This design comes from an exercise in tuning for small area on the open sky130 flow, not from production work.
Only simulation tests tie the RTL to the original design; equivalence was not proved.
Power and IR drop assume default switching activity.

Design fp16_approx_systolic_array, start of the top module:
module fp16_approx_systolic_array #(
    parameter SIZE = 8,
    parameter APPROX_MULT_BITS = 6,
    parameter APPROX_ALIGN = 4
)(
    input wire clk,
    input wire rst_n,
    input wire enable,
    input wire acc_clear,
    input wire [15:0] a_in_0,
    input wire [15:0] a_in_1,
    input wire [15:0] a_in_2,
    input wire [15:0] a_in_3,
    input wire [15:0] a_in_4,
    input wire [15:0] a_in_5,
    input wire [15:0] a_in_6,
    input wire [15:0] a_in_7,
    input wire [15:0] w_in_0,
    input wire [15:0] w_in_1,
    input wire [15:0] w_in_2,
    input wire [15:0] w_in_3,
    input wire [15:0] w_in_4,
    input wire [15:0] w_in_5,
    input wire [15:0] w_in_6,
    input wire [15:0] w_in_7,
    output wire [15:0] acc_out_00,
    output wire [15:0] acc_out_01,
    output wire [15:0] acc_out_02,
    output wire [15:0] acc_out_03,
    output wire [15:0] acc_out_04,
    output wire [15:0] acc_out_05,
    output wire [15:0] acc_out_06,
    output wire [15:0] acc_out_07,
    output wire [15:0] acc_out_10,
    output wire [15:0] acc_out_11,
    output wire [15:0] acc_out_12,
    output wire [15:0] acc_out_13,
    output wire [15:0] acc_out_14,
    output wire [15:0] acc_out_15,
    output wire [15:0] acc_out_16,
    output wire [15:0] acc_out_17,
    output wire [15:0] acc_out_20,
    output wire [15:0] acc_out_21,
    output wire [15:0] acc_out_22,
    output wire [15:0] acc_out_23,
    output wire [15:0] acc_out_24,
    output wire [15:0] acc_out_25,
    output wire [15:0] acc_out_26,
    output wire [15:0] acc_out_27,
    output wire [15:0] acc_out_30,
    output wire [15:0] acc_out_31,
    output wire [15:0] acc_out_32,
    output wire [15:0] acc_out_33,
    output wire [15:0] acc_out_34,
    output wire [15:0] acc_out_35,
    output wire [15:0] acc_out_36,
    output wire [15:0] acc_out_37,
    output wire [15:0] acc_out_40,
    output wire [15:0] acc_out_41,
    output wire [15:0] acc_out_42,
    output wire [15:0] acc_out_43,
    output wire [15:0] acc_out_44,
    output wire [15:0] acc_out_45,
    output wire [15:0] acc_out_46,
    output wire [15:0] acc_out_47,
    output wire [15:0] acc_out_50,
    output wire [15:0] acc_out_51,
    output wire [15:0] acc_out_52,
    output wire [15:0] acc_out_53,
    output wire [15:0] acc_out_54,
    output wire [15:0] acc_out_55,
    output wire [15:0] acc_out_56,
    output wire [15:0] acc_out_57,
    output wire [15:0] acc_out_60,
    output wire [15:0] acc_out_61,
    output wire [15:0] acc_out_62,
    output wire [15:0] acc_out_63,
    output wire [15:0] acc_out_64,
    output wire [15:0] acc_out_65,
    output wire [15:0] acc_out_66,
    output wire [15:0] acc_out_67,
    output wire [15:0] acc_out_70,
    output wire [15:0] acc_out_71,
    output wire [15:0] acc_out_72,
    output wire [15:0] acc_out_73,
    output wire [15:0] acc_out_74,
    output wire [15:0] acc_out_75,
    output wire [15:0] acc_out_76,
    output wire [15:0] acc_out_77
);
Size: roughly 23000 cells after synthesis, roughly 3200 flip-flops, roughly 1300 I/O pins, ~0.25 mm2 of cells after synthesis.
==> module fp16_approximate_adder, before the edit <==
module fp16_approximate_adder (
    input  wire [15:0] x,
    input  wire [11:0] y,
    input  wire        clr,
    input  wire        kill,
    output wire [15:0] r
);
    wire sx = x[15];
    wire sy = y[11];
    wire [4:0] ex = x[14:10], ey = y[10:6];
    wire [9:0] mx = x[9:0];
    wire [5:0] my = y[5:0];
    genvar i;
    wire [6:0] bc;
    assign bc[0] = 1'b0;
    generate for (i = 0; i < 6; i = i + 1) begin : g_bm
        assign bc[i+1] = (!mx[i+4] & my[i]) | (!mx[i+4] & bc[i]) | (my[i] & bc[i]);
    end endgenerate
    wire bm = bc[6];
    wire [5:0] tb;
    wire [5:0] t;
    assign tb[0] = 1'b0;
    generate for (i = 0; i < 5; i = i + 1) begin : g_t
        assign t[i] = ex[i] ^ ey[i] ^ tb[i];
        assign tb[i+1] = (!ex[i] & ey[i]) | (!(ex[i] ^ ey[i]) & tb[i]);
    end endgenerate
    assign t[5] = tb[5];
    wire tz = t[4:0] == 5'd0;
    wire x_ge = kill | (!clr & !t[5] & (!tz | !bm));
    wire sh4 = !((t[5:2] == 4'b0000) | ((t[5:2] == 4'b1111) & (t[1] | t[0])));
    wire sh1 = !sh4 & t[0];
    wire sh2 = !sh4 & (t[1] ^ (t[0] & t[5]));
    wire [4:0] el = x_ge ? ex : ey;
    wire hx = ex != 5'd0, hy = ey != 5'd0;
    wire [10:0] L = x_ge ? {1'b1, mx} : {1'b1, my, 4'd0};
    wire [10:0] S = x_ge ? {hy, my, 4'd0} : {hx, mx};
    wire nz = !(clr | kill);
    wire o0 = nz & !sh4 & !sh1 & !sh2, o1 = nz & sh1 & !sh2, o2 = nz & !sh1 & sh2,
         o3 = nz & sh1 & sh2, o4 = nz & sh4;
    wire [14:0] Sx = {4'b0, S};
    wire [10:0] S3;
    generate for (i = 0; i < 11; i = i + 1) begin : g_sh
        assign S3[i] = (o0 & Sx[i]) | (o1 & Sx[i+1]) | (o2 & Sx[i+2]) | (o3 & Sx[i+3]) | (o4 & Sx[i+4]);
    end endgenerate
    wire sub = sx ^ sy;
    wire [10:0] B = S3 ^ {11{sub}};
    wire [11:0] cc;
    wire [11:0] sum;
    assign cc[0] = sub;
    generate for (i = 0; i < 11; i = i + 1) begin : g_s
        assign sum[i] = L[i] ^ B[i] ^ cc[i];
        assign cc[i+1] = (L[i] & B[i]) | (cc[i] & (L[i] ^ B[i]));
    end endgenerate
    assign sum[11] = cc[11] & !sub;
    wire up = sum[11], dn = !sum[11] & !sum[10];
    wire kp = !sum[11] & sum[10];
    wire zero = !clr & (x_ge ? !hx : !hy);
    wire upm = up & !zero & (el != 5'd30);
    wire kpm = kp & !zero & (el != 5'd31);
    wire dnm = dn & !zero & (el != 5'd0);
    wire [11:0] sx0 = {sum[10:0], 1'b0};
    wire [9:0] mr;
    generate for (i = 0; i < 10; i = i + 1) begin : g_n
        assign mr[i] = (upm & sum[i+1]) | (kpm & sum[i]) | (dnm & sx0[i]);
    end endgenerate
    wire [5:0] k;
    wire [4:0] er;
    assign k[0] = up | dn;
    generate for (i = 0; i < 5; i = i + 1) begin : g_e
        assign er[i] = el[i] ^ k[i];
        assign k[i+1] = k[i] & (el[i] ^ dn);
    end endgenerate
    assign r[15] = x_ge ? sx : sy;
    assign r[14:10] = zero ? 5'd0 : er;
    assign r[9:0] = mr;
endmodule
==> module fp16_approx_mac_unit, before the edit <==
module fp16_approx_mac_unit (
    input  wire        clk,
    input  wire        rst_n,
    input  wire        enable,
    input  wire        clr_d,
    input  wire        p_ok,    
    input  wire [10:0] a,       
    input  wire        a_ok,    
    input  wire [10:0] w,
    input  wire        w_ok,
    output reg  [15:0] acc_out
);
    wire [11:0] p;
    reg  [11:0] p_reg;
    fp16_approximate_multiplier mult (.a(a), .a_ok(a_ok), .b(w), .b_ok(w_ok), .p(p));
    always @(posedge clk) begin
        if (enable)
            p_reg <= p;
    end
    wire [15:0] s;
    fp16_approximate_adder adder (.x(acc_out), .y(p_reg), .clr(clr_d), .kill(!p_ok), .r(s));
    always @(posedge clk or negedge rst_n) begin
        if (!rst_n)
            acc_out <= 16'h0000;
        else if (enable)
            acc_out <= s;
    end
endmodule
clock: 12.0 ns
lec_check: 0
cap_margin: 10
core_margin: 2
core_utilization: 70
gpl_timing_driven: 0
place_density: 0.8
slew_margin: 10
standard.sh (not shown) runs the stock make flow with config.mk's settings and CLKGATE_MAP_FILE= SYNTH_SCRIPT=/design/flow/synth_recipe.tcl, a recipe that flattens the netlist after the stock synthesis.
==> flow/flow/run.sh <==
#!/bin/bash
# Own flow: the standard layout (standard.sh), with two changes in synthesis: Yosys's synth
# runs without its generic ABC pass (-noabc), and the final ABC technology mapping uses an
# area-oriented script (flow/area.abc) instead of ORFS's abc_speed/abc_area scripts. Everything
# else (the Yosys passes, the registers, and every layout step) is the standard flow's, except
# for the clock tree synthesis options (cts_args below) and the port buffers' cell.
set -euo pipefail
here=$(pwd)
# synth_recipe.tcl with the abc command's -script argument replaced
{
  cat <<TCL
proc abc {args} {
  set i [lsearch -exact \$args -script]
  if {\$i >= 0} { lset args [expr {\$i + 1}] {$here/flow/area.abc} }
  puts "own flow: abc -script [lindex \$args [expr {\$i + 1}]]"
  yosys abc {*}\$args
}
TCL
  head -n 1 synth_recipe.tcl
  # replaces synth_recipe.tcl's synth (its first line) with one that also skips the generic ABC
  # pass inside synth's fine stage, so that extract_fa sees the adders as written
  echo 'proc synth {args} { yosys synth -nofsm -noshare -noabc {*}$args }'
  tail -n +2 synth_recipe.tcl
} > own_synth.tcl
# clock tree: larger sink clusters and no dummy loads (fewer clock buffers)
cts_args="-sink_clustering_enable -repair_clock_nets -dont_use_dummy_load -sink_clustering_size 20 -sink_clustering_max_diameter 100"
bash standard.sh SYNTH_SCRIPT="$here/own_synth.tcl" synth > synth.log 2>&1
# every input and output port still gets its buffer, the smallest one (buf_1)
bash standard.sh SYNTH_SCRIPT="$here/own_synth.tcl" CTS_ARGS="$cts_args" \
  BUFFER_PORTS_ARGS="-buffer_cell sky130_fd_sc_hd__buf_1" finish > layout.log 2>&1
==> flow/flow/area.abc <==
strash
&get -n
&st
&dch
&nf -a -R 1000
&put
The starting point completed with no timing, DRC or antenna violations.
Then changed:
--- a/flow/design.v
+++ b/flow/design.v
@@ -107,10 +107,11 @@
 module fp16_approximate_adder (
     input  wire [15:0] x,
     input  wire [11:0] y,
     input  wire        clr,
     input  wire        kill,
+    input  wire        hold,
     output wire [15:0] r
 );
     wire sx = x[15];
     wire sy = y[11];
     wire [4:0] ex = x[14:10], ey = y[10:6];
@@ -118,11 +119,11 @@
     wire [5:0] my = y[5:0];
     genvar i;
     wire [6:0] bc;
     assign bc[0] = 1'b0;
     generate for (i = 0; i < 6; i = i + 1) begin : g_bm
-        assign bc[i+1] = (!mx[i+4] & my[i]) | (!mx[i+4] & bc[i]) | (my[i] & bc[i]);
+        assign bc[i+1] = (!mx[i+4] & my[i]) | (!(mx[i+4] ^ my[i]) & bc[i]);
     end endgenerate
     wire bm = bc[6];
     wire [5:0] tb;
     wire [5:0] t;
     assign tb[0] = 1'b0;
@@ -134,23 +135,24 @@
     wire tz = t[4:0] == 5'd0;
     wire x_ge = kill | (!clr & !t[5] & (!tz | !bm));
     wire sh4 = !((t[5:2] == 4'b0000) | ((t[5:2] == 4'b1111) & (t[1] | t[0])));
     wire sh1 = !sh4 & t[0];
     wire sh2 = !sh4 & (t[1] ^ (t[0] & t[5]));
-    wire [4:0] el = x_ge ? ex : ey;
+    wire xl = x_ge | hold;                 
+    wire [4:0] el = xl ? ex : ey;
     wire hx = ex != 5'd0, hy = ey != 5'd0;
-    wire [10:0] L = x_ge ? {1'b1, mx} : {1'b1, my, 4'd0};
+    wire [10:0] L = xl ? {1'b1, mx} : {1'b1, my, 4'd0};
     wire [10:0] S = x_ge ? {hy, my, 4'd0} : {hx, mx};
-    wire nz = !(clr | kill);
+    wire nz = !(clr | kill | hold);
     wire o0 = nz & !sh4 & !sh1 & !sh2, o1 = nz & sh1 & !sh2, o2 = nz & !sh1 & sh2,
          o3 = nz & sh1 & sh2, o4 = nz & sh4;
     wire [14:0] Sx = {4'b0, S};
     wire [10:0] S3;
     generate for (i = 0; i < 11; i = i + 1) begin : g_sh
         assign S3[i] = (o0 & Sx[i]) | (o1 & Sx[i+1]) | (o2 & Sx[i+2]) | (o3 & Sx[i+3]) | (o4 & Sx[i+4]);
     end endgenerate
-    wire sub = sx ^ sy;
+    wire sub = !hold & (sx ^ sy);
     wire [10:0] B = S3 ^ {11{sub}};
     wire [11:0] cc;
     wire [11:0] sum;
     assign cc[0] = sub;
     generate for (i = 0; i < 11; i = i + 1) begin : g_s
@@ -158,11 +160,11 @@
         assign cc[i+1] = (L[i] & B[i]) | (cc[i] & (L[i] ^ B[i]));
     end endgenerate
     assign sum[11] = cc[11] & !sub;
     wire up = sum[11], dn = !sum[11] & !sum[10];
     wire kp = !sum[11] & sum[10];
-    wire zero = !clr & (x_ge ? !hx : !hy);
+    wire zero = !clr & !hold & (x_ge ? !hx : !hy);
     wire upm = up & !zero & (el != 5'd30);
     wire kpm = kp & !zero & (el != 5'd31);
     wire dnm = dn & !zero & (el != 5'd0);
     wire [11:0] sx0 = {sum[10:0], 1'b0};
     wire [9:0] mr;
@@ -174,11 +176,11 @@
     assign k[0] = up | dn;
     generate for (i = 0; i < 5; i = i + 1) begin : g_e
         assign er[i] = el[i] ^ k[i];
         assign k[i+1] = k[i] & (el[i] ^ dn);
     end endgenerate
-    assign r[15] = x_ge ? sx : sy;
+    assign r[15] = xl ? sx : sy;
     assign r[14:10] = zero ? 5'd0 : er;
     assign r[9:0] = mr;
 endmodule
 module fp16_approx_mac_unit (
     input  wire        clk,
@@ -198,15 +200,16 @@
     always @(posedge clk) begin
         if (enable)
             p_reg <= p;
     end
     wire [15:0] s;
-    fp16_approximate_adder adder (.x(acc_out), .y(p_reg), .clr(clr_d), .kill(!p_ok), .r(s));
+    fp16_approximate_adder adder (.x(acc_out), .y(p_reg), .clr(clr_d & enable), .kill(!p_ok),
+                                  .hold(!enable), .r(s));
     always @(posedge clk or negedge rst_n) begin
         if (!rst_n)
             acc_out <= 16'h0000;
-        else if (enable)
+        else
             acc_out <= s;
     end
 endmodule
 module fp16_approx_systolic_array #(
     parameter SIZE = 8,
Result: Routed wire length decreases by a few percent; via count decreases by a few percent; global-route usage decreases by 1.4 points; setup slack got worse by 650 ps; combinational power decreases by about a fifth; synthesized area barely changes.

==> what the ideal ports hide <==
The results above use ideal ports. As a check the final layouts listed here were re-extracted and re-timed, cells and wires unchanged. Step 1: set_driving_cell puts a clkbuf_16 on clk and a buf_2 on each other input, an assumption about the parent block. Step 2 moves the port delays by t, midway between the first and last clock arrival at a register: inputs arrive t later, outputs are due t later. That takes back most of the time a late clock gives input paths. Slacks: ideal ports / drivers / drivers and shift; pairs: ideal ports / drivers.
run | shift t [ns] | setup slack, ns | pins driven straight from the clock port
the first run | 1.063 | 0.996 / 0.996 / 0.996 | 1
the second run | 1.067 | 0.344 / 0.420 / -0.646 | 1
With both steps, setup timing fails in the second run, where it was met with ideal ports. The setup slack of the second run, which loses most, moves by +0.076 ns with the drivers and by -0.990 ns with both steps.
